This design comes from an exercise in tuning for small area on the open sky130 flow, not from production work. Only simulation tests tie the RTL to the original design; equivalence was not proved. Power is estimated from default activity; no workload was simulated.

==> flow/run.sh <==
#!/bin/bash
# Layout flow: the standard flow (standard.sh), with three changes:
#  1. synthesis maps the logic with area-oriented ABC scripts
#     (flow/abc_*.script, via flow/abc_multi.tcl: each script is tried and
#     the smallest mapping is kept) instead of ORFS's speed script;
#     everything else in synthesis, including the flip-flop mapping, is the
#     standard one;
#  2. the port buffers inserted at global placement use the smallest buffer;
#  3. clock tree synthesis inserts no dummy (balancing) loads.
# Each tool's output goes to a log file in this folder and to ORFS's logs.
set -euo pipefail
W=$PWD
export ABC_SCRIPTS="$(ls "$W"/flow/abc_*.script | tr '\n' ' ')"
# synthesis script = synth_recipe.tcl, with yosys's abc command replaced
cat "$W/flow/abc_multi.tcl" "$W/synth_recipe.tcl" > "$W/area_synth.tcl"
sed "s#SYNTH_SCRIPT=[^ ]*#SYNTH_SCRIPT=$W/area_synth.tcl#" "$W/standard.sh" > "$W/area_standard.sh"
grep -q "SYNTH_SCRIPT=$W/area_synth.tcl" "$W/area_standard.sh"
export BUFFER_PORTS_ARGS="-buffer_cell sky130_fd_sc_hd__buf_1"
export CTS_ARGS="-sink_clustering_enable -repair_clock_nets -dont_use_dummy_load -buf_list sky130_fd_sc_hd__clkbuf_8"
bash "$W/area_standard.sh" > "$W/flow.log" 2>&1
==> flow/abc_multi.tcl <==
# Replaces yosys's abc command: maps the logic once with each ABC script in
# ABC_SCRIPTS and keeps the mapping with the smallest cell area.
proc abc {args} {
  set lib ""
  set i [lsearch $args -liberty]
  if {$i >= 0} { set lib [lindex $args [expr {$i + 1}]] }
  set si [lsearch $args -script]
  yosys design -save abc_pre
  set best_area 1e18
  set best_script ""
  foreach s $::env(ABC_SCRIPTS) {
    yosys design -load abc_pre
    set a $args
    lset a [expr {$si + 1}] $s
    yosys abc {*}$a
    set f $::env(OBJECTS_DIR)/abc_area.txt
    yosys tee -q -o $f stat -liberty $lib
    set fh [open $f r]; set txt [read $fh]; close $fh
    regexp {Chip area for module[^:]*: ([0-9.]+)} $txt -> area
    puts "ABC script $s: area $area"
    if {$area < $best_area} {
      set best_area $area
      set best_script $s
      yosys design -save abc_best
    }
  }
  puts "ABC: keeping the mapping of $best_script (area $best_area)"
  yosys design -load abc_best
}
==> flow/abc_s7.script <==
&get -n
&st
&dch -f
&nf -a -R 50
&st
&dch -f
&nf -a -R 50
&st
&dch -f
&nf -a -R 50
&put
topo
dnsize -c
==> flow/abc_t1.script <==
&get -n
&st
&dch -f
&nf -a -p -R 100
&st
&dch -f
&nf -a -p -R 100
&st
&dch -f
&nf -a -p -R 100
&put
topo
dnsize -c
==> flow/abc_u2.script <==
&get -n
&st
&dc2
&dch -f
&nf -a -p -R 100
&st
&dc2
&dch -f
&nf -a -p -R 100
&st
&dc2
&dch -f
&nf -a -p -R 100
&put
topo
dnsize -c
==> flow/abc_u4.script <==
&get -n
&st
&dc2
&dch -f
&nf -a -p -R 100
&st
&dc2
&dch -f
&nf -a -p -R 100
&st
&dc2
&dch -f
&nf -a -p -R 100
&st
&dc2
&dch -f
&nf -a -p -R 100
&st
&dc2
&dch -f
&nf -a -p -R 100
&put
topo
dnsize -c
==> flow/abc_u6.script <==
&get -n
&st
&dc2
&dc2
&dch -f
&nf -a -p -R 100
&st
&dc2
&dc2
&dch -f
&nf -a -p -R 100
&st
&dc2
&dc2
&dch -f
&nf -a -p -R 100
&put
topo
dnsize -c
==> standard.sh <==
#!/bin/bash
# synth_recipe.tcl (not shown) runs the flow's synth.tcl, then flattens the netlist and writes it again
# the make line also repeats each setting of config.mk as NAME=value (left out here)
make -C /OpenROAD-flow-scripts/flow DESIGN_CONFIG=/design/flow/config.mk WORK_HOME=/design/flow/orfs CLKGATE_MAP_FILE= SYNTH_SCRIPT=/design/flow/synth_recipe.tcl "${@:-finish}"
==> config.mk <==
export PLATFORM = sky130hd
export DESIGN_NAME = endeavour
export DESIGN_NICKNAME = endeavour
export VERILOG_FILES = /design/flow/design.v
export SDC_FILE = /design/flow/constraint.sdc
export NUM_CORES = 4
export LEC_CHECK = 0
export CAP_MARGIN = 20
export CORE_MARGIN = 2
export CORE_UTILIZATION = 58
export SLEW_MARGIN = 20
==> constraint.sdc <==
create_clock -name core_clock -period 10.0 [get_ports {clk}]
set_input_delay 2.0000 -clock core_clock [delete_from_list [all_inputs] [get_ports {clk}]]
set_output_delay 2.0000 -clock core_clock [all_outputs]
set_load 0.01 [all_outputs]
==> design.v <==
`default_nettype none
`timescale 1ns/1ps
module dffe_nbit_t #( parameter 
		      W=6,      
		      PU=6'b0   
		      ) 
    (
     input  wire         rstb,    
     input  wire         clk,     
     input  wire         ena,     
     input  wire [W-1:0] d,       
     output wire [W-1:0] q,       
     output wire         serOut   
     ); 
    reg [W-1:0] SRa;   
    reg [W-1:0] SRb;   
    reg [W-1:0] SRc;   
    assign q = (SRa & SRb) | (SRa & SRc) | (SRb & SRc);
    assign serOut = |((SRa ^ SRb) | (SRa ^ SRc) | (SRb ^ SRc));
    always @(posedge clk, negedge rstb) begin
	if (!rstb) begin
	    SRa <= PU;
	    SRb <= PU;
	    SRc <= PU;
	end else if (ena) begin
            SRa <= d;
            SRb <= d;
            SRc <= d;
	end else begin
	    SRa <= q;   
	    SRb <= q;   
	    SRc <= q;   
	end
    end
endmodule  
`default_nettype none
`timescale 1ns/1ps
module endeavour
  (
   input  wire         hardrstb,
   input  wire         softrstb,
   input  wire         clk,
   input  wire [4:0]   chipid_pads,
   input  wire [19:0]  efuse_chipid,
   output wire         do_efuse_load,
   input  wire         serialin,
   output wire         serialout,
   output wire         serialout_en,
   output wire         wstrobe,
   output wire         rstrobe,
   output wire         rshift,
   output wire [7:0]   addr,
   output wire [31:0]  wdata,
   input  wire [255:0] rdata
   );
    wire rstb = softrstb && hardrstb;
    localparam [4:0]
      START=5'd0, QUIESCENT=5'd1, WAIT_FIRSTBIT=5'd2, HIGH_BLIP=5'd3,
      HIGH_DIT=5'd4, HIGH_DMZ=5'd5, HIGH_DAH=5'd6, GOT_BIT=5'd7,
      BITGAP=5'd8, WAIT_NEXTBIT=5'd9, REALIGN=5'd10, EOT=5'd11,
      CMDX=5'd12, QUIESCENT_B=5'd13, PRE_REPLY=5'd14, RDCMD=5'd15,
      RDCMD1=5'd16, RDCMD2=5'd17, RDCMD3=5'd18, RDCMD4=5'd19,
      RDCMD5=5'd20, START2=5'd21, REPLY=5'd22, REPLYLOOP=5'd23,
      SEND_DIT=5'd24, SEND_DAH=5'd25, SEND_BITGAP=5'd26,
      EOFQUIET=5'd28, ERROR=5'd29, ERROR_EFL=5'd30, QUIESCENT2=5'd31;
    reg [4:0] fsm, fsm_d;
    reg [4:0] commid_n;    
    wire [4:0] commid = ~commid_n;
    reg       commid_known, commid_frozen;
    reg [4:0] din_sync;
    reg       din;
    always @(posedge clk or negedge rstb) begin
        if (!rstb) begin
            din_sync <= 5'b0;
            din      <= 1'b0;
        end else begin
            din_sync <= {din_sync[3:0], serialin};
            din      <= (din_sync[4] & din_sync[2]) |
                        (din_sync[4] & din_sync[3]) |
                        (din_sync[3] & din_sync[2]);
        end
    end
    wire st_dit   = (fsm == HIGH_DIT);
    wire st_dah   = (fsm == HIGH_DAH);
    wire got      = (st_dit | st_dah) & !din;    
    wire st_real  = (fsm == REALIGN);
    wire st_rd4   = (fsm == RDCMD4);
    wire st_rloop = (fsm == REPLYLOOP);
    reg [6:0] ticks;
    reg       ticks_keep;
    always @(posedge clk) begin
        if (ticks_keep) ticks <= ticks + 1'b1;
        else            ticks <= 7'd0;
    end
    reg  [5:0] bitcount;
    wire bc56 = bitcount[5] & bitcount[4] & bitcount[3];        
    wire bc57 = bc56 & bitcount[0];                             
    always @(posedge clk) begin
        if (fsm == WAIT_FIRSTBIT || fsm == REPLY)
            bitcount <= 6'd0;
        else if (got || st_real || st_rloop)
            bitcount <= bitcount + 1'b1;
    end
    reg [7:0] rdaddr;
    wire [7:0]  rsel1 = 8'd1 << rdaddr[2:0];
    wire [7:0]  rsel2 = 8'd1 << rdaddr[5:3];
    wire [31:0] rgrp1;
    wire [3:0]  rgrp2;
    genvar gi;
    generate for (gi = 0; gi < 32; gi = gi + 1) begin : RG1
        assign rgrp1[gi] = |(rdata[gi*8 +: 8] & rsel1);
    end endgenerate
    generate for (gi = 0; gi < 4; gi = gi + 1) begin : RG2
        assign rgrp2[gi] = |(rgrp1[gi*8 +: 8] & rsel2);
    end endgenerate
    wire rdat = rgrp2[rdaddr[7:6]];
    wire word_shift = got | (st_real & !bc56);
    wire in_bit = st_dah;
    wire k_lt3  = (bitcount[5:2] == 4'd0) && !(bitcount[1] && bitcount[0]);
    wire k_ge8  = |bitcount[5:3];
    wire k_lt48 = !(bitcount[5] && bitcount[4]);
    wire k_3    = (bitcount == 6'd3);
    reg [2:0] cmd;
    always @(posedge clk) begin
        if (word_shift && k_lt3) cmd <= {cmd[1:0], in_bit};
    end
    reg idm, id1;   
    wire [2:0] idpos = 3'd7 - bitcount[2:0];    
    wire commid_bit = commid[idpos];
    always @(posedge clk) begin
        if (word_shift && !k_lt3 && !k_ge8) begin
            idm <= (idm || k_3) && (in_bit == commid_bit);
            id1 <= (id1 || k_3) && in_bit;
        end
    end
    reg  [39:0] sreg_n;    
    wire [39:0] sreg = ~sreg_n;
    wire hdr_phase = !bitcount[5] && !bitcount[4];
    wire sreg_shift = (word_shift && k_ge8 && k_lt48) ||
                      (st_rd4 && !ticks[5]) || (st_rloop && !hdr_phase);
    wire sreg_in = (st_rd4 & rdat) | in_bit;
    always @(posedge clk) begin
        if (sreg_shift) sreg_n <= {sreg_n[38:0], !sreg_in};
    end
    reg [7:0] crcacc;
    always @(posedge clk) begin
        if (word_shift)
            crcacc <= {crcacc[6:0], (crcacc[7] & k_ge8) ^ in_bit};
    end
    wire [19:0] efuseid = sreg[27:8];
    wire [4:0]  padid   = sreg[4:0];
    wire crcok = (crcacc == 8'd0);
    wire id_match = commid_known && idm;
    wire efid_ones = (efuseid == 20'hfffff);
    wire pad_ones  = (padid == 5'b11111);
    wire setid_match = !commid_frozen &&
         ((efuseid == efuse_chipid && pad_ones) ||
          (efid_ones && padid == chipid_pads));
    wire newid_ones = (sreg[36:32] == 5'b11111);
    wire efuseload_match = efid_ones && newid_ones && pad_ones;
    wire setid_fixed = cmd == 3'b110 && id1 && sreg[39:37] == 3'b111 &&
                       sreg[31:28] == 4'b1111 && sreg[7:5] == 3'b111;
    wire len_ok = ticks[6:0] == {1'b1, !cmd[1], !cmd[1] & !cmd[0],
                                 !cmd[1] & cmd[0], 3'b010};
    wire acc_efuse = cmd == 3'b110 && len_ok && efuseload_match && crcok;
    wire acc_setid = cmd == 3'b110 && len_ok && setid_match && crcok;
    wire acc_wr    = cmd == 3'b111 && len_ok && id_match && crcok;
    wire acc_rd    = cmd[2:1] == 2'b10 && len_ok && id_match;
    wire rlong = !cmd[1];
    reg [2:0] seqnum;
    always @(posedge clk or negedge rstb) begin
        if (!rstb)
            seqnum <= 3'd0;
        else if (fsm == EOT && (acc_efuse | acc_setid | acc_wr | acc_rd))
            seqnum <= seqnum + 1'b1;
    end
    always @(posedge clk or negedge rstb) begin
        if (!rstb)
            rdaddr <= 8'd0;
        else if (fsm == RDCMD)
            rdaddr <= cmd[0] ? sreg[39:32] : rdaddr + 8'd1;
    end
    always @(posedge clk or negedge hardrstb) begin
        if (!hardrstb) begin
            commid_n      <= 5'b00000;
            commid_known  <= 1'b0;
            commid_frozen <= 1'b0;
        end else if (fsm == CMDX && !cmd[0] && setid_fixed && !efuseload_match)
        begin
            commid_n      <= ~sreg[36:32];
            commid_known  <= 1'b1;
            commid_frozen <= 1'b1;
        end else if (fsm == CMDX && !cmd[0] && setid_fixed && efuseload_match)
        begin
            commid_frozen <= 1'b0;
        end
    end
    wire rfirst  = (fsm == REPLY) ||
                   ((fsm == SEND_BITGAP || fsm == REPLYLOOP) && bitcount == 6'd0);
    wire rd_mode = (fsm == RDCMD3) || (fsm == RDCMD4) || (fsm == RDCMD5) ||
                   ((fsm == PRE_REPLY || rfirst) && rlong);
    wire wr_mode = rfirst && !rlong && cmd[0];
    assign addr  = rd_mode ? rdaddr : (wr_mode ? sreg[39:32] : 8'd0);
    assign wdata = wr_mode ? sreg[31:0] : 32'd0;
    assign wstrobe = wr_mode && fsm == SEND_BITGAP && ticks[4:0] == 5'd0;
    assign rstrobe = (fsm == RDCMD3);
    assign rshift  = (fsm == RDCMD4) || (fsm == RDCMD5);
    assign do_efuse_load = (fsm == ERROR_EFL);
    wire [15:0] hdr = {commid, seqnum, rdaddr};
    wire rbit = hdr_phase ? hdr[~bitcount[3:0]] : sreg[31];
    wire rdone = rlong ? (bitcount[5] & bitcount[4]) : bitcount[3];
    reg dout;
    always @(posedge clk or negedge rstb) begin
        if (!rstb) dout <= 1'b0;
        else       dout <= (fsm == SEND_DIT) || (fsm == SEND_DAH);
    end
    assign serialout    = dout;
    assign serialout_en = (fsm == SEND_BITGAP) || (fsm == REPLYLOOP) ||
                          (fsm == SEND_DIT) || (fsm == SEND_DAH) ||
                          (fsm == EOFQUIET) || (fsm == START2);
    always @(posedge clk or negedge rstb) begin
        if (!rstb) fsm <= START;
        else       fsm <= fsm_d;
    end
    always @(*) begin
        fsm_d = START;
        ticks_keep = 1'b0;
        case (fsm)
          START, START2: fsm_d = din ? START : QUIESCENT;
          QUIESCENT: begin
              ticks_keep = 1'b1;
              if (din)            fsm_d = START;
              else if (&ticks)    fsm_d = QUIESCENT_B;
              else                fsm_d = QUIESCENT;
          end
          QUIESCENT_B: begin
              ticks_keep = 1'b1;
              if (din)            fsm_d = START;
              else if (&ticks)    fsm_d = QUIESCENT2;
              else                fsm_d = QUIESCENT_B;
          end
          QUIESCENT2:    fsm_d = din ? START : WAIT_FIRSTBIT;
          WAIT_FIRSTBIT: fsm_d = din ? HIGH_BLIP : WAIT_FIRSTBIT;
          HIGH_BLIP: begin
              ticks_keep = !ticks[2];
              if (!din)           fsm_d = ERROR;
              else if (ticks[2])  fsm_d = HIGH_DIT;
              else                fsm_d = HIGH_BLIP;
          end
          HIGH_DIT: begin
              ticks_keep = !ticks[4];
              if (!din)           fsm_d = GOT_BIT;
              else if (ticks[4])  fsm_d = HIGH_DMZ;
              else                fsm_d = HIGH_DIT;
          end
          HIGH_DMZ: begin
              ticks_keep = !ticks[2];
              if (!din)           fsm_d = ERROR;
              else if (ticks[2])  fsm_d = HIGH_DAH;
              else                fsm_d = HIGH_DMZ;
          end
          HIGH_DAH: begin
              ticks_keep = 1'b1;
              if (!din)                     fsm_d = GOT_BIT;
              else if (ticks[6] & ticks[5]) fsm_d = ERROR;
              else                          fsm_d = HIGH_DAH;
          end
          GOT_BIT:       fsm_d = din ? ERROR : BITGAP;
          BITGAP: begin
              ticks_keep = !ticks[3];
              if (din)            fsm_d = ERROR;
              else if (ticks[3])  fsm_d = WAIT_NEXTBIT;
              else                fsm_d = BITGAP;
          end
          WAIT_NEXTBIT: begin
              ticks_keep = !din;
              if (bc57)           fsm_d = ERROR;
              else if (din)       fsm_d = HIGH_BLIP;
              else if (ticks[6])  fsm_d = REALIGN;
              else                fsm_d = WAIT_NEXTBIT;
          end
          REALIGN: begin
              ticks_keep = 1'b1;
              fsm_d = bc56 ? EOT : REALIGN;
          end
          EOT: begin
              if (acc_efuse || acc_setid || acc_wr) fsm_d = CMDX;
              else if (acc_rd)    fsm_d = RDCMD;
              else                fsm_d = ERROR;
          end
          CMDX:
              if (cmd[0])             fsm_d = REPLY;
              else if (!setid_fixed)  fsm_d = ERROR;
              else if (efuseload_match) fsm_d = ERROR_EFL;
              else                    fsm_d = PRE_REPLY;
          PRE_REPLY:     fsm_d = REPLY;
          RDCMD:         fsm_d = RDCMD1;
          RDCMD1:        fsm_d = RDCMD2;
          RDCMD2:        fsm_d = RDCMD3;
          RDCMD3:        fsm_d = RDCMD4;
          RDCMD4: begin
              ticks_keep = 1'b1;
              fsm_d = ticks[5] ? RDCMD5 : RDCMD4;
          end
          RDCMD5:        fsm_d = PRE_REPLY;
          REPLY:         fsm_d = SEND_BITGAP;
          REPLYLOOP: begin
              if (rdone)          fsm_d = EOFQUIET;
              else if (rbit)      fsm_d = SEND_DAH;
              else                fsm_d = SEND_DIT;
          end
          EOFQUIET: begin
              ticks_keep = 1'b1;
              fsm_d = (ticks[6] & ticks[5]) ? START2 : EOFQUIET;
          end
          SEND_DIT: begin
              ticks_keep = !ticks[3];
              fsm_d = ticks[3] ? SEND_BITGAP : SEND_DIT;
          end
          SEND_DAH: begin
              ticks_keep = !(ticks[5] & ticks[4]);
              fsm_d = (ticks[5] & ticks[4]) ? SEND_BITGAP : SEND_DAH;
          end
          SEND_BITGAP: begin
              ticks_keep = 1'b1;
              fsm_d = ticks[4] ? REPLYLOOP : SEND_BITGAP;
          end
        endcase
    end
endmodule
`default_nettype wire
==> results of run 1 <==
-- cell usage after synthesis, drive strengths merged (7+ instances only) --
| master | n | share of area [%] |
|---|---|---|
| nor2b | 9 | 0.90 |
| dfrtp | 30 | 12 |
| edfxtp | 53 | 25 |
| nand2b | 7 | 0.70 |
| clkinv | 16 | 0.96 |
| a22oi | 34 | 4.1 |
| a222oi | 65 | 10 |
| nor2 | 90 | 5.4 |
| xnor2 | 10 | 1.4 |
| o21ai | 28 | 2.2 |
| nand4 | 15 | 1.5 |
| and3 | 7 | 0.70 |
| or3 | 9 | 0.90 |
| dfxtp | 13 | 4.2 |
| nor3 | 23 | 1.8 |
| ha | 12 | 2.4 |
| nor4 | 17 | 1.7 |
| a21oi | 40 | 3.2 |
| nand2 | 54 | 3.2 |
| nand3 | 42 | 3.4 |
| a31oi | 22 | 2.2 |
| xor2 | 12 | 1.7 |
-- flip-flops by register name (all words and copies together) (netlist names) --
name / count
sreg_n: 40
crcacc: 8
rdaddr: 8
ticks: 7
bitcount: 6
commid_n: 5
din_sync: 5
fsm: 5
cmd: 3
seqnum: 3
commid_frozen: 1
commid_known: 1
din: 1
dout: 1
id1: 1
idm: 1
-- per-layer routing --
metal | vias up | part of all wire, %
li1 | 3502 | -
met1 | 3740 | 32
met2 | 830 | 44
met3 | 211 | 14
met4 | 0 | 9.3
met5 | - | 0
-- path summary, 6_finish.rpt --
kind / start / end / cells after the start
worst max-delay path: fsm[0]$_DFF_PN0_ / wstrobe / 9
worst min-delay path: din_sync[0]$_DFF_PN0_ / din_sync[1]$_DFF_PN0_ / 0
worst max register to register: rdaddr[0]$_DFFE_PN0N_ / sreg_n[0]$_DFFE_PP_ / 11
worst min register to register: din_sync[0]$_DFF_PN0_ / din_sync[1]$_DFF_PN0_ / 0
max in group asynchronous: hardrstb / din_sync[3]$_DFF_PN0_ / 3
min in group asynchronous: hardrstb / commid_frozen$_DFFE_PN0P_ / 1
-- worst max-delay path: stages, from the launching register on --
cell	delay, ns
sky130_fd_sc_hd__dfrtp_1	0.55
sky130_fd_sc_hd__clkinv_1	0.14
sky130_fd_sc_hd__nand2_1	0.18
sky130_fd_sc_hd__nor2_1	0.33
sky130_fd_sc_hd__nand2_1	0.21
sky130_fd_sc_hd__a21oi_1	0.24
sky130_fd_sc_hd__nand3_1	0.34
sky130_fd_sc_hd__buf_4	0.39
sky130_fd_sc_hd__nor4_1	0.28
sky130_fd_sc_hd__buf_1	0.19
-- cell usage in the layout, fill, tap and decap left out, drive strengths merged, types with 3 or more instances in the layout --
cell	Yosys	routed
a211oi	6	6
a21oi	40	40
a221oi	6	6
a222oi	65	65
a22oi	34	34
a31oi	22	22
a32oi	3	3
and2	4	4
and3	7	7
buf	0	342
clkbuf	0	9
clkinv	16	16
dfrtp	30	30
dfxtp	13	13
diode	0	6
edfxtp	53	53
ha	12	12
mux2	6	6
mux2i	6	6
nand2	54	54
nand2b	7	7
nand3	42	42
nand4	15	15
nor2	90	90
nor2b	9	9
nor3	23	23
nor3b	4	4
nor4	17	17
o21ai	28	28
o22ai	4	4
or2	4	4
or3	9	9
xnor2	10	10
xor2	12	12
-- area by class of cell --
class	instances	area share [%]
multi-input cells	564	45.8
flip-flops and latches	96	32.8
repair buffers	342	16.8
well taps	136	2.15
clock buffers	9	1.56
inverters	16	0.757
diodes	6	0.189
-- kinds of logic (layout without fill, tap and decap cells) --
family	after synthesis	count (layout)	synth area share, %
AND/OR/NAND/NOR	293	293	22.6
AO/OA/AOI/OAI	222	222	26.4
flip-flops	96	96	41.6
XOR/XNOR	22	22	3.08
buffers and inverters	16	367	0.961
multiplexers	14	14	2.76
adder cells (fa/ha/maj)	13	13	2.56
other	0	6	0
-- report_power, final --
group	switching (uW)	internal (uW)	leakage [uW]	total, uW
registers	1.97	414	0.000973	416
logic	35.7	33.3	0.00167	69.0
clock network	123	81.0	0.0000647	204
total	161	529	0.00270	690
-- stage by stage --
step	utilization [%]	setup slack (ns)	std cells	hold WS (ns)
final	76.1	4.78	1169	0.352
after global routing	76.1	4.45	1169	0.375
after detailed placement	74.8	5.24	1154	0.347
after CTS	76.0	4.85	1163	0.354
after global placement	74.8	5.26	1154	0.331
after floorplan	-	5.33	676	0.331
==> results by group, run 1 <==
Die
  • Initial core utilization: 60.0%
  • DIE HEIGHT: about 110 um
  • IO Count: between 300 and 400
  • Overall die width: 108 um
  • # rows: 37
  • Core footprint: roughly 0.010 mm^2
  • Die area: about 0.012 mm^2

Yosys
  • Synth unique cells: 48
  • Synthesized area: 0.00625 mm^2
  • Count of flip-flops with a built-in enable after synthesis: 53
  • Total of warnings raised by yosys: 1
  • Synth async-reset ratio: 31.3%
  • Count of state elements after synthesis: 96
  • Mean cell area of the mapped netlist: 9.25 um^2
  • Mapped Cells: 676
  • Sequential area share after synthesis: 41.6%
  • Predominant post-synthesis flop cell: sky130_fd_sc_hd__edfxtp_1
  • Synthesized Nets: 973

Final layout
  • Fraction of layout instances using a drive strength above 1: 2.63%
  • Final Net Count: ~1,300
  • Area delta synth->final: 26.8%
  • FF+latch area: 0.00260 mm^2
  • Filler instances: slightly below 800
  • Design area: 0.00793 mm^2
  • Area taken by multi-input logic gates: 0.00363 mm^2

Clock tree
  • TritonCTS clock tree: done
  • CTS resizes: 0
  • Post-CTS Setup Bufs: 0
  • Number of CTS-inserted buffers: 9
  • Clock tree root driver cell: sky130_fd_sc_hd__clkbuf_8
  • CTS hold repair buffers: 0
  • Number of H-tree branching levels: 3
  • Clock slew at the register clock pins of the worst setup and hold paths: 0.08 ns
  • Maximum buffer depth of the clock tree: 2
  • Skew-Pair Late Insertion Delay: roughly 0.38 ns
  • CTS sink cnt: 96

Timing
  • Final worst-path cycle share: between 50% and 60%
  • Relative slew slack: 34.0%
  • Setup Viol. Count Final: 0
  • Post-route minimum period: 5.22 ns
  • Max Clock Skew: 0.0330 ns
  • Max-slew violation count: 0
  • Unrepaired setup endpoints after global routing: no
  • Final TNS setup: 0 ns
  • Slew of the pin with the lowest slew margin: 0.989 ns
  • Achievable frequency: approximately 190 MHz
  • Number of failing hold endpoints at the final stage: 0

Place
  • Detailed-placement wirelength estimate: 22.1 mm
  • Area after detailed placement: a little under 0.008 mm^2
  • # port buffers: between 300 and 400
  • Placer congestion estimate: 1.11

Detailed routing
  • Iteration-0 DRC Markers: 1,660
  • Detailed-routing iteration count for the pre-antenna-repair pass: 13
  • Final routed DRC violation total: 0
  • Via count of the routed design: 8,283
  • Number of antenna-violating nets in the routed design: 0
  • Vias per inst: 7.09
  • Total wire length: roughly 30 mm
  • Routed length per instance: 25.1 um

GRT
  • Met2 demand-to-capacity share in global routing: approximately 77%
  • Met1 track utilization from global routing: roughly 57%
  • Busiest metal layer after global routing: met2
  • Vias in the first global route: 7,679
  • Total global routing overflow: 0
  • Overall track demand over capacity in global routing: 50.3%
  • Largest net degree at the start of global routing: 41
  • Number of antenna violations at the first check in global routing: 8
  • Fraction of met3 tracks used by global routing: 20.2%
  • Wire length of the first global-routing pass: ~43 mm

Worst setup path
  • Path type of the worst setup path: reg -> out
  • WP data arrival: around 3.2 ns
  • Critical path endpoint category: output pin
  • Internal reg-to-reg setup slack: ~6.2 ns
  • Data required time at the worst endpoint: 8.00 ns
  • Startpoint Class: flip-flop
  • Crit-path max FO: 34

Power
  • Power density over the cells: 87.0 mW/mm^2
  • Overall power consumption: approximately 690 uW
  • Static leakage: 0.00270 uW
  • Peak supply drop: 0.0000802 V

Run
  • Max-capacitance violation count: 0

Min path
  • Path category of the worst min-delay check: reg -> reg

Status
  • Status: timing/DRC/antenna clean
==> inputs of run 2 (changes only) <==
--- a/config.mk
+++ b/config.mk
@@ -7,5 +7,5 @@
 export LEC_CHECK = 0
 export CAP_MARGIN = 20
 export CORE_MARGIN = 2
-export CORE_UTILIZATION = 58
+export CORE_UTILIZATION = 50
 export SLEW_MARGIN = 20
==> results by group, run 2 <==
Worst setup path
  • Total buffers and inverters traversed by the critical path: 2 (-1)
  • R2r endpoint: sreg_n[0]$_DFFE_PP_
  • Data required time at the worst endpoint: 8.00 ns (about the same)
  • Startpoint Class: flip-flop
  • Delay of the slowest cell on the worst path: 0.57 ns (+0.02 ns)
  • Beginning of the worst register-to-register path: rdaddr[1]$_DFFE_PN0N_
  • Cell with the largest stage delay on the worst path: sky130_fd_sc_hd__nor2b_1
  • Crit-path max FO: 34 (unchanged)
  • R2R cell count: 10 (-1)
  • Internal reg-to-reg setup slack: 6.32 ns (+0.13 ns)
  • WP data arrival: 3.19 ns (-0.03 ns)
  • Series of cell instances along the critical path: nor2b_1 -> nand3_1 -> nor2_1 -> a21oi_1 -> a21oi_1 -> nand3_1 -> buf_4 -> nor4_1 -> buf_1
  • Cell family with the largest share of critical-path delay: simple AND/OR/NAND/NOR gates
  • Path type of the worst setup path: reg -> out
  • Critical path endpoint category: output pin

Timing
  • Achievable frequency: 193 MHz (+0.46%)
  • Final TNS setup: 0 ns (unchanged)
  • Slew of the pin with the lowest slew margin: 1.03 ns (+0.0450 ns)
  • Unrepaired setup endpoints after global routing: no
  • Number of failing hold endpoints at the final stage: 0 (unchanged)
  • Max-slew violation count: 0 (unchanged)
  • Max Clock Skew: 0.0291 ns (-0.00387 ns)
  • Final worst-path cycle share: 51.9% (-0.24 points)
  • Relative slew slack: 30.9% (-3.1 points)
  • Final worst setup slack: 4.81 ns (+0.0239 ns)
  • Worst slack on hold paths: 0.352 ns (-0.000681 ns)
  • Post-route minimum period: 5.19 ns (-0.0239 ns)
  • Setup Viol. Count Final: 0 (unchanged)

Detailed routing
  • Vias per inst: 6.81 (-3.9%)
  • Final routed DRC violation total: 0 (unchanged)
  • Total wire length: 29.5 mm (+0.64%)
  • Iteration-0 DRC Markers: 1,186 (-29%)
  • Number of antenna-violating nets in the routed design: 0 (unchanged)
  • Detailed-routing iteration count for the pre-antenna-repair pass: 12 (-1)
  • Routed length per instance: 24.6 um (-1.9%)
  • Via count of the routed design: 8,168 (-1.4%)

GRT
  • Wire length of the first global-routing pass: 42.7 mm (-0.22%)
  • Vias in the first global route: 7,588 (-1.2%)
  • Number of antenna violations at the first check in global routing: 5 (-3)
  • Largest net degree at the start of global routing: 35 (-15%)
  • Total global routing overflow: 0 (unchanged)
  • Overall track demand over capacity in global routing: 43.5% (-6.8 points)

Power
  • Static leakage: 0.00270 uW (about the same)
  • Power density over the cells: 87.5 mW/mm^2 (+0.61%)
  • Peak supply drop: 0.0000689 V (-14%)

Yosys
  • Total of warnings raised by yosys: 1 (unchanged)
  • Share of the synthesized netlist area taken by xor and xnor gates: 3.08% (unchanged)
  • Proportion of synthesized area in mux cells: 2.76% (unchanged)
  • Sequential area share after synthesis: 41.6% (unchanged)
  • Cell taking the most area after synthesis: sky130_fd_sc_hd__edfxtp_1
  • Largest family of logic cells by synthesized area: compound AO/OA/AOI/OAI gates
  • Top cell type's share of synthesized area: 25.5% (unchanged)
  • Count of state elements after synthesis: 96 (unchanged)
  • Synth unique cells: 48 (unchanged)
  • Top cells by area, synth: sky130_fd_sc_hd__edfxtp_1 25%, sky130_fd_sc_hd__dfrtp_1 12%, sky130_fd_sc_hd__a222oi_1 10%
  • Mapped Cells: 676 (unchanged)
  • Predominant post-synthesis flop cell: sky130_fd_sc_hd__edfxtp_1
  • Compound-gate portion of the synthesized area: 26.4% (unchanged)
  • Synth Area in Simple Gates: 22.6% (unchanged)
  • Arithmetic-cell share of the synthesized area counting full adders, half adders and majority gates: 2.56% (unchanged)
  • Count of flip-flops with a built-in enable after synthesis: 53 (unchanged)
  • Synth async-reset ratio: 31.3% (unchanged)
  • Mean cell area of the mapped netlist: 9.25 um^2 (unchanged)
  • Most instantiated cells after synthesis: 90 x sky130_fd_sc_hd__nor2_1, 65 x sky130_fd_sc_hd__a222oi_1, 54 x sky130_fd_sc_hd__nand2_1, 53 x sky130_fd_sc_hd__edfxtp_1, 42 x sky130_fd_sc_hd__nand3_1
  • Synthesized Nets: 973 (unchanged)
  • Synthesized area: 0.00625 mm^2 (unchanged)
  • Most used standard cell by instance count after synthesis: sky130_fd_sc_hd__nor2_1

Final layout
  • Area taken by multi-input logic gates: 0.00362 mm^2 (-0.28%)
  • Top reg by flops: sreg_n
  • Fraction of layout instances using a drive strength above 1: 2.63% (unchanged)
  • FF+latch area: 0.00260 mm^2 (unchanged)
  • Filler instances: 1,106 (+44%)
  • Most frequent cells in the layout: 330 x sky130_fd_sc_hd__buf_1, 90 x sky130_fd_sc_hd__nor2_1, 65 x sky130_fd_sc_hd__a222oi_1, 54 x sky130_fd_sc_hd__nand2_1, 53 x sky130_fd_sc_hd__edfxtp_1
  • Most frequent standard cell in the layout excluding fill and tap cells: sky130_fd_sc_hd__buf_1
  • Final Net Count: 1,326 (unchanged)
  • Top flop regs: sreg_n x40, crcacc x8, rdaddr x8
  • Area delta synth->final: 27.2%
  • Max reg flops: 40 (unchanged)

Place
  • # port buffers: 330 (unchanged)
  • Placer congestion estimate: 1.08 (-2.7%)
  • Detailed-placement wirelength estimate: 22.6 mm (+2.6%)
  • Setup WS pre-CTS: 5.22 ns (-0.0201 ns)

Clock tree
  • TritonCTS clock tree: done
  • Post-CTS Setup Bufs: 0 (unchanged)
  • CTS sink cnt: 96 (unchanged)
  • Number of H-tree branching levels: 3 (unchanged)
  • CTS hold repair buffers: 0 (unchanged)
  • Clock slew at the register clock pins of the worst setup and hold paths: 0.07 ns (about the same)
  • CTS resizes: 0 (unchanged)
  • Number of CTS-inserted buffers: 9 (unchanged)
  • Clock tree root driver cell: sky130_fd_sc_hd__clkbuf_8
  • Maximum buffer depth of the clock tree: 2 (unchanged)
  • Skew-Pair Late Insertion Delay: 0.38 ns (about the same)

Run
  • Max-capacitance violation count: 0 (unchanged)

Die
  • DIE HEIGHT: 116 um (+7.4%)
  • Initial core utilization: 51.6% (-8.4 points)
  • IO Count: 331 (unchanged)
  • Core footprint: 0.0121 mm^2 (+16%)
  • Die area: 0.0134 mm^2 (+15%)
  • Overall die width: 116 um (+7.4%)
  • # rows: 40 (+8.1%)

Min path
  • Path category of the worst min-delay check: reg -> reg
  • Hold Path Cell Cnt: 0 (unchanged)
  • Hold path startpoint: din_sync[0]$_DFF_PN0_
  • Endpoint, Worst Hold: din_sync[1]$_DFF_PN0_

Status
  • Status: timing/DRC/antenna clean
-- run 2: power by group --
part / switching (uW) / internal [uW] / total [uW]
clock network: 130 / 81.2 / 211
logic: 35.3 / 33.3 / 68.6
registers: 1.83 / 414 / 416
total: 167 / 529 / 696
-- run 2: worst max-delay path by stage --
stage | slack, ns | cells after the start | end | from
global placement | 5.23 | 9 | wstrobe | fsm[0]$_DFF_PN0_
detailed placement | 5.22 | 9 | wstrobe | fsm[2]$_DFF_PN0_
floorplan | 5.33 | 7 | wstrobe | fsm[2]$_DFF_PN0_
CTS | 4.81 | 9 | wstrobe | fsm[2]$_DFF_PN0_
finish | 4.81 | 9 | wstrobe | fsm[2]$_DFF_PN0_
global route | 4.51 | 9 | wstrobe | fsm[2]$_DFF_PN0_
-- run 2: cell type report --
cell class / instances / share of cell area (%)
Multi-Input combinational cell: 564 / 45.5
Sequential cell: 96 / 32.7
Timing Repair Buffer: 342 / 16.7
Tap cell: 168 / 2.64
Clock buffer: 9 / 1.56
Inverter: 16 / 0.755
Antenna cell: 4 / 0.126
-- run 2: worst reg2reg max path, cell delays in order (launching register included) --
cell and delay (ns):
sky130_fd_sc_hd__dfrtp_1 0.59, sky130_fd_sc_hd__clkinv_1 0.22, sky130_fd_sc_hd__ha_1 0.24, sky130_fd_sc_hd__nor2b_4 0.12
sky130_fd_sc_hd__buf_4 0.28, sky130_fd_sc_hd__a222oi_1 0.65, sky130_fd_sc_hd__nand3_1 0.34, sky130_fd_sc_hd__a211oi_1 0.50
sky130_fd_sc_hd__a21oi_1 0.19, sky130_fd_sc_hd__o21a_1 0.19, sky130_fd_sc_hd__a21oi_1 0.18
-- run 2: stage by stage --
stage / instance area, um^2 / total power [uW] / utilization (%) / std cells
after floorplan: 6250 / 438 / - / 676
after global placement: 7820 / 489 / 64.6 / 1186
after detailed placement: 7820 / 490 / 64.6 / 1186
after CTS: 7940 / 692 / 65.6 / 1195
after global routing: 7950 / 716 / 65.6 / 1197
final: 7950 / 696 / 65.7 / 1199
-- run 2: cell families (layout without fill, tap and decap cells) --
logic type / Yosys count / in the layout
adders and majority gates: 13 / 13
muxes: 14 / 14
and+or+nand+nor: 293 / 293
other: 0 / 4
AOI/OAI and AO/OA: 222 / 222
xor gates and xnor gates: 22 / 22
DFF: 96 / 96
buffers and inverters: 16 / 367
-- run 2: routing by layer --
metal  vias to the layer above  share of wire, %  routed length [um]  GRT usage [%]
li1                       3493                 -                   -              -
met1                      3828                34               10100           49.8
met2                       706                45               13300           68.5
met3                       139                14                4190           17.7
met4                         2               6.6                1950           26.3
met5                         -             0.037                  11              0
==> inputs of run 3 (changes only) <==
--- a/config.mk
+++ b/config.mk
@@ -7,5 +7,5 @@
 export LEC_CHECK = 0
 export CAP_MARGIN = 20
 export CORE_MARGIN = 2
-export CORE_UTILIZATION = 50
+export CORE_UTILIZATION = 55
 export SLEW_MARGIN = 20
==> results by group, run 3 <==
Yosys
  • Total of warnings raised by yosys: 1 (unchanged)
  • Top cells by area, synth: sky130_fd_sc_hd__edfxtp_1 25%, sky130_fd_sc_hd__dfrtp_1 12%, sky130_fd_sc_hd__a222oi_1 10%
  • Most used standard cell by instance count after synthesis: sky130_fd_sc_hd__nor2_1
  • Predominant post-synthesis flop cell: sky130_fd_sc_hd__edfxtp_1
  • Mapped Cells: 676 (unchanged)
  • Mean cell area of the mapped netlist: 9.25 um^2 (unchanged)
  • Count of flip-flops with a built-in enable after synthesis: 53 (unchanged)
  • Synthesized area: 0.00625 mm^2 (unchanged)
  • Synth async-reset ratio: 31.3% (unchanged)
  • Cell taking the most area after synthesis: sky130_fd_sc_hd__edfxtp_1
  • Sequential area share after synthesis: 41.6% (unchanged)
  • Synthesized Nets: 973 (unchanged)
  • Top cell type's share of synthesized area: 25.5% (unchanged)
  • Count of state elements after synthesis: 96 (unchanged)
  • Most instantiated cells after synthesis: 90 x sky130_fd_sc_hd__nor2_1, 65 x sky130_fd_sc_hd__a222oi_1, 54 x sky130_fd_sc_hd__nand2_1, 53 x sky130_fd_sc_hd__edfxtp_1, 42 x sky130_fd_sc_hd__nand3_1
  • Synth unique cells: 48 (unchanged)

GRT
  • Number of antenna violations at the first check in global routing: 8 (+3)
  • Vias in the first global route: 8,005 (+5.5%)
  • Overall track demand over capacity in global routing: 47.8% (+4.2 points)
  • Total global routing overflow: 0 (unchanged)
  • Largest net degree at the start of global routing: 41 (+17%)
  • Wire length of the first global-routing pass: 44.7 mm (+4.7%)

Power
  • Peak supply drop: 0.000109 V (+58%)
  • Power density over the cells: 88.2 mW/mm^2 (+0.79%)
  • Static leakage: 0.00268 uW (-0.73%)

Die
  • Core footprint: 0.0110 mm^2 (-9.3%)
  • Initial core utilization: 56.9% (+5.3 points)
  • IO Count: 331 (unchanged)
  • Overall die width: 111 um (-4.5%)
  • DIE HEIGHT: 111 um (-4.5%)
  • Die area: 0.0122 mm^2 (-8.8%)
  • # rows: 38 (-5.0%)

Timing
  • Unrepaired setup endpoints after global routing: no
  • Slew of the pin with the lowest slew margin: 1.01 ns (-0.0206 ns)
  • Post-route minimum period: 5.02 ns (-0.176 ns)
  • Achievable frequency: 199 MHz (+3.5%)
  • Relative slew slack: 32.3% (+1.4 points)
  • Final worst-path cycle share: 50.2% (-1.8 points)
  • Final TNS setup: 0 ns (unchanged)
  • Final worst setup slack: 4.98 ns (+0.176 ns)
  • Number of failing hold endpoints at the final stage: 0 (unchanged)
  • Max-slew violation count: 0 (unchanged)
  • Setup Viol. Count Final: 0 (unchanged)
  • Max Clock Skew: 0.0302 ns (+0.00104 ns)

Clock tree
  • Post-CTS Setup Bufs: 0 (unchanged)
  • Clock slew at the register clock pins of the worst setup and hold paths: 0.07 ns (about the same)
  • Maximum buffer depth of the clock tree: 2 (unchanged)
  • TritonCTS clock tree: done
  • CTS hold repair buffers: 0 (unchanged)
  • CTS sink cnt: 96 (unchanged)
  • Skew-Pair Late Insertion Delay: 0.39 ns (about the same)
  • Clock tree root driver cell: sky130_fd_sc_hd__clkbuf_8
  • CTS resizes: 0 (unchanged)
  • Number of H-tree branching levels: 3 (unchanged)
  • Number of CTS-inserted buffers: 9 (unchanged)

Min path
  • Path category of the worst min-delay check: reg -> reg
  • Hold path startpoint: din_sync[1]$_DFF_PN0_

Detailed routing
  • Vias per inst: 7.06 (+3.7%)
  • Detailed-routing iteration count for the pre-antenna-repair pass: 10 (-2)
  • Number of antenna-violating nets in the routed design: 0 (unchanged)
  • Final routed DRC violation total: 0 (unchanged)
  • Routed length per instance: 25.7 um (+4.1%)
  • Total wire length: 30.1 mm (+1.9%)
  • Iteration-0 DRC Markers: 1,433 (+21%)
  • Via count of the routed design: 8,292 (+1.5%)

Worst setup path
  • Cell family with the largest share of critical-path delay: simple AND/OR/NAND/NOR gates
  • Worst Setup SP: fsm[0]$_DFF_PN0_
  • Total buffers and inverters traversed by the critical path: 2 (unchanged)
  • Startpoint Class: flip-flop
  • Series of cell instances along the critical path: clkinv_1 -> nand2_1 -> nor2_1 -> nand2_1 -> a21oi_1 -> nand3_1 -> nor4_1 -> buf_1
  • WP data arrival: 3.02 ns (-0.17 ns)
  • Delay of the slowest cell on the worst path: 0.60 ns (+0.03 ns)
  • Path type of the worst setup path: reg -> out
  • Crit-path max FO: 16 (-53%)
  • Critical path endpoint category: output pin
  • Cell with the largest stage delay on the worst path: sky130_fd_sc_hd__nor4_1
  • Library cell appearing most often on the critical path: sky130_fd_sc_hd__nand2_1
  • Beginning of the worst register-to-register path: rdaddr[0]$_DFFE_PN0N_
  • Data required time at the worst endpoint: 8.00 ns (about the same)

Place
  • # port buffers: 330 (unchanged)
  • Placer congestion estimate: 1.14 (+5.9%)
  • Setup WS pre-CTS: 5.53 ns (+0.308 ns)
  • Detailed-placement wirelength estimate: 22.7 mm (+0.23%)

Final layout
  • Filler instances: 878 (-21%)
  • Most frequent cells in the layout: 330 x sky130_fd_sc_hd__buf_1, 90 x sky130_fd_sc_hd__nor2_1, 65 x sky130_fd_sc_hd__a222oi_1, 54 x sky130_fd_sc_hd__nand2_1, 53 x sky130_fd_sc_hd__edfxtp_1
  • Most frequent standard cell in the layout excluding fill and tap cells: sky130_fd_sc_hd__buf_1
  • Top flop regs: sreg_n x40, crcacc x8, rdaddr x8
  • Area taken by multi-input logic gates: 0.00362 mm^2 (unchanged)
  • Fraction of layout instances using a drive strength above 1: 2.44% (-0.19 points)
  • Final Net Count: 1,324 (-0.15%)
  • Area delta synth->final: 26.6%
  • Max reg flops: 40 (unchanged)
  • Top reg by flops: sreg_n
  • FF+latch area: 0.00260 mm^2 (unchanged)

Status
  • Status: timing/DRC/antenna clean

Run
  • Max-capacitance violation count: 0 (unchanged)
[run 3: cell type report]
| type | instances | area share [%] |
|---|---|---|
| Antenna cell | 9 | 0.284 |
| Multi-Input combinational cell | 564 | 45.7 |
| Clock buffer | 9 | 1.56 |
| Timing Repair Buffer | 340 | 16.6 |
| Sequential cell | 96 | 32.9 |
| Tap cell | 140 | 2.21 |
| Inverter | 16 | 0.759 |
[run 3: per-stage QoR]
step / util (%) / cell area, um^2 / power [uW] / hold slack [ns] / instances
after floorplan: - / 6250 / 438 / 0.331 / 676
after global placement: 70.7 / 7770 / 488 / 0.336 / 1156
after detailed placement: 70.7 / 7770 / 490 / 0.339 / 1156
after CTS: 71.9 / 7890 / 693 / 0.349 / 1165
after global routing: 72.1 / 7910 / 716 / 0.357 / 1173
final: 72.1 / 7920 / 698 / 0.347 / 1174
[run 3: worst paths after layout]
kind,endpoint,slack (ns),depth (start not counted)
setup / recovery,wstrobe,4.98,8
hold / removal,din_sync[2]$_DFF_PN0_,0.35,0
setup reg to reg,sreg_n[0]$_DFFE_PP_,6.54,11
hold reg to reg,din_sync[2]$_DFF_PN0_,0.35,0
max in group asynchronous,fsm[2]$_DFF_PN0_,7.42,3
min in group asynchronous,commid_known$_DFFE_PN0P_,1.62,1
[run 3: cells by family after synthesis]
family | share of synthesized area [%]
and+or+nand+nor | 22.6
AOI/OAI and AO/OA | 26.4
DFF | 41.6
adders and majority gates | 2.56
buffers and inverters | 0.961
muxes | 2.76
xor gates and xnor gates | 3.08
[run 3: worst register-to-register path, stage by stage (launching register included)]
cell,delay [ns]
sky130_fd_sc_hd__dfrtp_1,0.52
sky130_fd_sc_hd__clkinv_1,0.17
sky130_fd_sc_hd__ha_1,0.24
sky130_fd_sc_hd__and2_1,0.39
sky130_fd_sc_hd__buf_4,0.34
sky130_fd_sc_hd__a222oi_1,0.39
sky130_fd_sc_hd__nand3_1,0.12
sky130_fd_sc_hd__a222oi_1,0.60
sky130_fd_sc_hd__nand4_1,0.16
sky130_fd_sc_hd__nand2_1,0.12
sky130_fd_sc_hd__nand2_1,0.06
sky130_fd_sc_hd__a21oi_1,0.19
[run 3: metal layers]
| layer | GRT usage, % | vias up | routed length (um) |
|---|---|---|---|
| met5 | 0 | - | 0 |
| li1 | - | 3503 | - |
| met1 | 53.7 | 3745 | 9750 |
| met3 | 17.7 | 200 | 4290 |
| met4 | 35.6 | 0 | 2620 |
| met2 | 74.0 | 844 | 13500 |
[run 3: report_power, final]
part	internal [uW]	total [uW]	switching, uW
Clock	81.1	212	131
Sequential	414	416	1.81
Combinational	33.3	69.8	36.6

-- afterwards: timing with drivers on the ports --
No port has a modelled driver above. Below, the same layouts with a new extraction and two added sets of constraints.
Step 1, drivers: a clkbuf_16 drives clk and a buf_2 each remaining input, both assumed.
Step 2 also shifts input and output timing later by t, the mid clock arrival at the registers, as if the neighbouring blocks saw the same clock.
Three values: no drivers, after step 1, after step 2; two values: the first two.
| run | t, ns | setup WS [ns] | cell pins on the clock port's net |
|---|---|---|---|
| run 1 | 0.398 | 4.781 / 4.744 / 5.142 | 1 |
| run 2 | 0.400 | 4.805 / 4.769 / 5.169 | 1 |
| run 3 | 0.413 | 4.981 / 4.945 / 5.358 | 1 |
After both steps setup and hold are still met in every run listed.
